What follows belongs to an exercise in optimizing a design on an open flow for small area, a short achievable clock period and few clock cycles per item; a production flow would make more cautious choices.
Function not checked in this run: the RTL went through the layout flow alone.

### design/flow/flow/run.sh
#!/bin/bash
# The standard layout, with the port buffers made from the smallest buffer
# (buf_1) instead of the one buffer_ports picks by default.
set -euo pipefail
export BUFFER_PORTS_ARGS="-buffer_cell sky130_fd_sc_hd__buf_1"
bash standard.sh > standard_flow.log 2>&1
### design/flow/constraint.sdc
create_clock -name core_clock -period 7.0 [get_ports {clk}]
set_input_delay 1.4000 -clock core_clock [delete_from_list [all_inputs] [get_ports {clk}]]
set_output_delay 1.4000 -clock core_clock [all_outputs]
set_load 0.01 [all_outputs]
### design/flow/design.v
module speck_round #(
    parameter W = 32
)(
    input  wire [W-1:0] x_in,    
    input  wire [W-1:0] y_in,    
    input  wire [W-1:0] k_in,    
    output wire [W-1:0] x_out,
    output wire [W-1:0] y_out
);
    wire [W-1:0] sum;
    speck_add #(.W(W)) u_add (.a({x_in[7:0], x_in[W-1:8]}), .b(y_in), .ci(1'b0), .s(sum));
    assign x_out = sum ^ k_in;
    assign y_out = {y_in[W-4:0], y_in[W-1:W-3]} ^ x_out;
endmodule
module speck_add #(
    parameter W = 32
)(
    input  wire [W-1:0] a,
    input  wire [W-1:0] b,
    input  wire         ci,
    output wire [W-1:0] s
);
    reg [W-1:0] g, p;
    integer i, l, j;
    always @* begin
        g = a & b;
        p = a ^ b;
        g[0] = g[0] | (p[0] & ci);
        for (l = 0; (1 << l) < W; l = l + 1)
            for (i = W - 1; i >= 0; i = i - 1)
                if ((i >> l) & 1) begin
                    j = ((i >> l) << l) - 1;
                    g[i] = g[i] | (p[i] & g[j]);
                    p[i] = p[i] & p[j];
                end
    end
    assign s = a ^ b ^ {g[W-2:0], ci};
endmodule
module speck_round_inverse #(
    parameter W = 32
)(
    input  wire [W-1:0] x_in,
    input  wire [W-1:0] y_in,
    input  wire [W-1:0] k_in,
    output wire [W-1:0] x_out,
    output wire [W-1:0] y_out
);
    wire [W-1:0] t = x_in ^ y_in;
    wire [W-1:0] y_temp = {t[2:0], t[W-1:3]};
    wire [W-1:0] diff;
    speck_add #(.W(W)) u_sub (.a(x_in ^ k_in), .b(~y_temp), .ci(1'b1), .s(diff));
    assign x_out = {diff[W-9:0], diff[W-1:W-8]};
    assign y_out = y_temp;
endmodule
module speck64_core (
    input  wire          clk,
    input  wire          rst,           
    output wire          ready,
    input  wire          key_load,
    input  wire [127:0]  key_in,        
    input  wire          blk_start,
    input  wire          blk_dec,
    input  wire [63:0]   blk_in,        
    output reg           blk_done,
    output wire [63:0]   blk_out
);
    reg  [4:0]   ph;        
    reg  [4:0]   ph_b;      
    reg          last;      
    reg          first;     
    reg          nokey;     
    reg          run0;      
    reg          run1;      
    reg          dec0, dec1;
    reg          expand;    
    reg          parked;    
    reg          park_a;    
    reg          show1;     
    reg  [63:0]  dat0, dat1;    
    reg  [63:0]  res0, res1;    
    reg  [127:0] ka, kb;
    reg  [31:0]  kd_f, kd_i;    
    wire [31:0] xf0, yf0, xi0, yi0, xf1, yf1, xi1, yi1;
    wire [31:0] af_l, af_k, bi_l, bi_k;
    speck_round         u_e0_f (.x_in(dat0[63:32]), .y_in(dat0[31:0]), .k_in(ka[31:0]),
                                .x_out(xf0), .y_out(yf0));
    speck_round_inverse u_e0_i (.x_in(dat0[63:32]), .y_in(dat0[31:0]), .k_in(kb[31:0]),
                                .x_out(xi0), .y_out(yi0));
    speck_round         u_e1_f (.x_in(dat1[63:32]), .y_in(dat1[31:0]), .k_in(kd_f),
                                .x_out(xf1), .y_out(yf1));
    speck_round_inverse u_e1_i (.x_in(dat1[63:32]), .y_in(dat1[31:0]), .k_in(kd_i),
                                .x_out(xi1), .y_out(yi1));
    speck_round         u_key_f (.x_in(ka[63:32]), .y_in(ka[31:0]), .k_in({27'd0, ph}),
                                 .x_out(af_l), .y_out(af_k));
    speck_round_inverse u_key_i (.x_in(kb[127:96]), .y_in(kb[31:0]), .k_in({27'd0, ph_b}),
                                 .x_out(bi_l), .y_out(bi_k));
    wire [127:0] ka_fwd = {af_l, ka[127:64], af_k};
    wire [127:0] kb_inv = {kb[95:32], bi_l, bi_k};
    wire take0 = last && !parked;      
    wire take1 = first && run0;        
    assign ready   = take0 || take1;
    assign blk_out = show1 ? res1 : res0;
    always @(posedge clk or posedge rst) begin
        if (rst) begin
            last     <= 1'b1;
            first    <= 1'b0;
            nokey    <= 1'b1;
            run0     <= 1'b0;
            run1     <= 1'b0;
            expand   <= 1'b0;
            parked   <= 1'b0;
            park_a   <= 1'b0;
            show1    <= 1'b0;
            blk_done <= 1'b0;
        end else begin
            blk_done <= (run0 && last) || (run1 && first);
            show1    <= first;
            if (last && nokey && !key_load) begin
                run0   <= 1'b0;
                expand <= 1'b0;
            end else if (last) begin
                last   <= 1'b0;
                first  <= 1'b1;
                nokey  <= 1'b0;
                parked <= 1'b0;
                run0   <= take0 && blk_start;
                expand <= parked || key_load;
            end else begin
                first  <= 1'b0;
                last   <= (ph == 5'd25);
            end
            if (first) begin
                run1 <= take1 && blk_start;
                if (take1 && key_load) begin
                    parked <= 1'b1;
                    park_a <= dec0;
                end
            end
        end
    end
    always @(posedge clk) begin
        if (last) begin
            ph   <= 5'd0;
            ph_b <= 5'd25;
        end else begin
            ph   <= ph + 5'd1;
            ph_b <= ph_b - 5'd1;
        end
    end
    always @(posedge clk) begin
        res0 <= dec0 ? {xi0, yi0} : {xf0, yf0};
        res1 <= dec1 ? {xi1, yi1} : {xf1, yf1};
        if (last) begin
            dec0 <= blk_dec;
            dat0 <= blk_in;
        end else begin
            dat0 <= dec0 ? {xi0, yi0} : {xf0, yf0};
        end
        if (first) begin
            dec1 <= blk_dec;
            dat1 <= blk_in;
        end else begin
            dat1 <= dec1 ? {xi1, yi1} : {xf1, yf1};
        end
        kd_f <= ka[31:0];
        kd_i <= kb[31:0];
        if (last) begin
            if (parked && park_a)
                ka <= ka;
            else if (take0 && key_load)
                ka <= key_in;
            else
                ka <= kb;
            kb <= ka;
        end else if (take1 && key_load) begin
            if (dec0) begin
                ka <= key_in;
                kb <= kb_inv;
            end else begin
                ka <= ka_fwd;
                kb <= key_in;
            end
        end else begin
            if (!(parked && park_a))
                ka <= ka_fwd;
            if (expand) begin
                if (first)
                    kb <= ka;
            end else if (!(parked && !park_a)) begin
                kb <= kb_inv;
            end
        end
    end
endmodule
### design/flow/standard.sh
#!/bin/bash
# synth_recipe.tcl (not shown) runs the flow's synth.tcl, then flattens the netlist and writes it again
# the make line also repeats each setting of config.mk as NAME=value (left out here)
make -C /OpenROAD-flow-scripts/flow DESIGN_CONFIG=/design/flow/config.mk WORK_HOME=/design/flow/orfs CLKGATE_MAP_FILE= SYNTH_SCRIPT=/design/flow/synth_recipe.tcl "${@:-finish}"
### design/flow/config.mk
export PLATFORM = sky130hd
export DESIGN_NAME = speck64_core
export DESIGN_NICKNAME = speck64_core
export VERILOG_FILES = /design/flow/design.v
export SDC_FILE = /design/flow/constraint.sdc
export NUM_CORES = 4
export LEC_CHECK = 0
export CAP_MARGIN = 20
export CORE_MARGIN = 2
export CORE_UTILIZATION = 40
export SETUP_SLACK_MARGIN = 3.6
export SLEW_MARGIN = 20
==> flow_summary.toml <==
[yosys]
synth_top_area_share_pct = 22.0
yosysTopAreaCell = "edfxtp_1"
avgSynthCellArea_um2 = 9.68
ys.flop_type = "dfxtp_1"
synth_edf_count = 258
syn-cell-area_mm2 = 0.0352
synth_seq_cells = 598
ys_top_cells_by_area = "edfxtp_1, dfxtp_1, xnor2_1, ha_1, mux2_2"
yosysWarnings = 2
syn_inst = 3638
synth_seq_area_share_pct = 41.5
postSynth.asyncResetShare_pct = 1.67
synthDistinctLibCells = 92
syn-num-nets = 4048

[die]
die_y_um = 301
die_w_um = 301
start_util_pct = 40.5
pin_count = 263
num_rows = 108
core_mm2 = 0.0870
dieArea_mm2 = 0.0904

[worst_setup_path]
r2r-end = "kb[35]"
crit_arrival_ns = 4.14
crit_fanout = 4
rr_startpoint = "kb[96]"
reg2reg_depth = 15
cp-start-kind = "register"
r2r_slack_ns = 3.21
cp.required_ns = 7.35
cp-end-kind = "register"
crit_type = "reg -> reg"

[cells_and_area]
synthToLayoutAreaGrowth_pct = 20.3
drive_gt1_share_pct = 18.7
final_util_pct = 48.7
num-nets-final = 4365
final.fill_count = 8081
final_common_cell = "nand2_1"
mostFrequentLayoutCells = "nand2_1, dfxtp_1, buf_1, edfxtp_1, xnor2_1"
fin_area_mm2 = 0.0424

[placed_design]
port_buffers = 262
dp_hpwl_um = 99600
pre_cts_slack_ns = 2.91
place_area_mm2 = 0.0375
gp_congestion = 1.02

[detailed_routing]
routed_wl_um = 139000
ant_nets = 0
drt-wirelength-per-cell_um = 26.8
drt_iter0_markers = 3200
first_pass_iters = 5
drc = 0
via_count = 30400
routed_via_density = 5.88

[sta]
rsz0062_at_grt = "yes"
setup_ws_ns = 3.21
min_period_ns = 3.79
min_period_over_period_pct = 54.1
relSlewSlack_pct = 26.5
fmax_ghz = 0.264
hold_viol = 0
drv_slew = 0
final-setup-viol-count = 0
worst_hold_slack_ns = 0.455
finalClockSkew_ns = 0.0297
worst_slew_pin_slew_ns = 1.10

[job]
timing.max_cap.violations = 0

[min_path]
hold_class = "reg -> reg"
worstHoldStart = "ph_b[0]"
hold_depth = 1
min_to = "ph_b[0]"

[clock_tree]
cts.sinks = 598
cts_made_buffers = 69
cts_tree = "done"
clockBufferDepth = 3
clk_latency_ns = 0.64
htreeDepth = 3
cts_hold_buf = 0
cts.reportedPaths.clkPinSlew_ns = 0.06
clockRootBuffer = "clkbuf_16"

[outcome]
status = "timing/DRC/antenna clean"

[global_routing]
antenna_found_initial = 15
first_global_vias = 28900
grt-ovfl-total = 0
grt_pass1_wl_um = 197000
track_usage_pct = 29.7
grt_max_degree = 139
through the flow:
step	std cells	setup TNS (ns)
floorplan	3638	-155.96
global placement	4918	0
detailed placement	4918	0
CTS	5121	0
global route	5173	0
finish	5175	0
metal layers:
metal	part of all wire, %	track usage, %	routed length, um	up-vias
met1	40	39.1	55300	14800
li1	-	-	-	13700
met4	4.5	13.1	6180	6
met2	46	47.8	64400	1627
met3	9.2	5.10	12800	293
met5	0.030	0	42	-
Yosys cell counts (all sizes together) (10+ instances only):
| master | number |
|---|---|
| dfxtp | 330 |
| buf | 16 |
| ha | 183 |
| xnor2 | 263 |
| or3 | 11 |
| nand2 | 547 |
| nor3 | 35 |
| a31oi | 94 |
| o22ai | 12 |
| xor2 | 196 |
| o31ai | 12 |
| a22oi | 106 |
| mux2 | 187 |
| edfxtp | 258 |
| o211ai | 22 |
| and3 | 82 |
| nand3 | 25 |
| nor2 | 189 |
| o21a | 17 |
| mux2i | 58 |
| a221o | 18 |
| nand4 | 18 |
| nand2b | 29 |
| fa | 30 |
| o21ai | 231 |
| nor2b | 10 |
| a211oi | 37 |
| a21oi | 185 |
| clkbuf | 167 |
| inv | 80 |
| a21o | 51 |
| and2 | 12 |
how the worst max path moves through the flow:
stage	from	to	slack (ns)	depth (start not counted)
after floorplan	key_load	ka[0]	-1.22	2
after global placement	key_load	kb[61]	2.92	7
after detailed placement	key_load	kb[47]	2.91	8
after CTS	kb[96]	kb[39]	3.21	14
after global routing	kb[96]	kb[35]	3.10	15
final	kb[96]	kb[35]	3.21	15
registers in the layout (all words and copies together), names as in the netlist, 5 cells and up:
register  cells
dat0         64
dat1         64
ka          128
kb          128
kd_f         32
kd_i         32
ph            5
ph_b          5
res0         64
res1         64
critical path, stage by stage, from the launching register on:
cell      delay (ns)
edfxtp_1        0.52
xnor2_1         0.22
ha_2            0.20
inv_2           0.04
fa_2            0.34
a21o_1          0.19
a41o_1          0.22
o41a_1          0.38
a211oi_4        0.33
o21ai_4         0.13
a31oi_4         0.33
buf_6           0.15
nor2_1          0.03
a31oi_1         0.20
xor2_1          0.17
o21ai_1         0.07
final cells by class:
class | instances | area, um2 | area share (%)
Antenna cell | 12 | 30.0 | 0.0709
Clock buffer | 97 | 1980 | 4.66
Clock inverter | 27 | 285 | 0.673
Inverter | 82 | 320 | 0.756
Multi-Input combinational cell | 2775 | 21200 | 50.0
Sequential cell | 598 | 14700 | 34.7
Tap cell | 1155 | 1450 | 3.41
Timing Repair Buffer | 429 | 2420 | 5.71
logic make-up after synthesis:
group                      share of synthesized area (%)
buffers and inverters                               2.82
and+or+nand+nor                                     12.3
adders and majority gates                           8.21
DFF                                                 41.5
AOI/OAI and AO/OA                                   15.7
xor gates and xnor gates                            11.9
muxes                                               7.64
timing repair:
item	in CTS	in global routing
buffers inserted	79	42
resized for setup	192	176
setup endpoints to repair	332	151
pin swaps	69	95

[port drivers added, routing unchanged]
How much do the figures lean on ideal ports? The routed layout below was timed once more, with nothing changed but the port constraints. Step 1: set_driving_cell puts a clkbuf_16 on clk and a buf_2 on each other input, an assumption about the parent block. Step 2 adds t to the input delays and takes it off the output delays; t is the mean of the earliest and latest rising clock arrival at the registers after step 1. Input paths then give back, and output paths get back, about the clock's delay inside the block. a / b / c = no drivers / after step 1 / after step 2; a / b = the first two.
t (ns): 0.693
setup slack, ns: 3.214 / 3.214 / 2.888
clock arrival spread, ns: 0.030 / 0.030
After both steps this run still meets setup and hold. For this run, drivers alone change the setup slack by 0.000 ns; drivers and shift together by -0.326 ns.
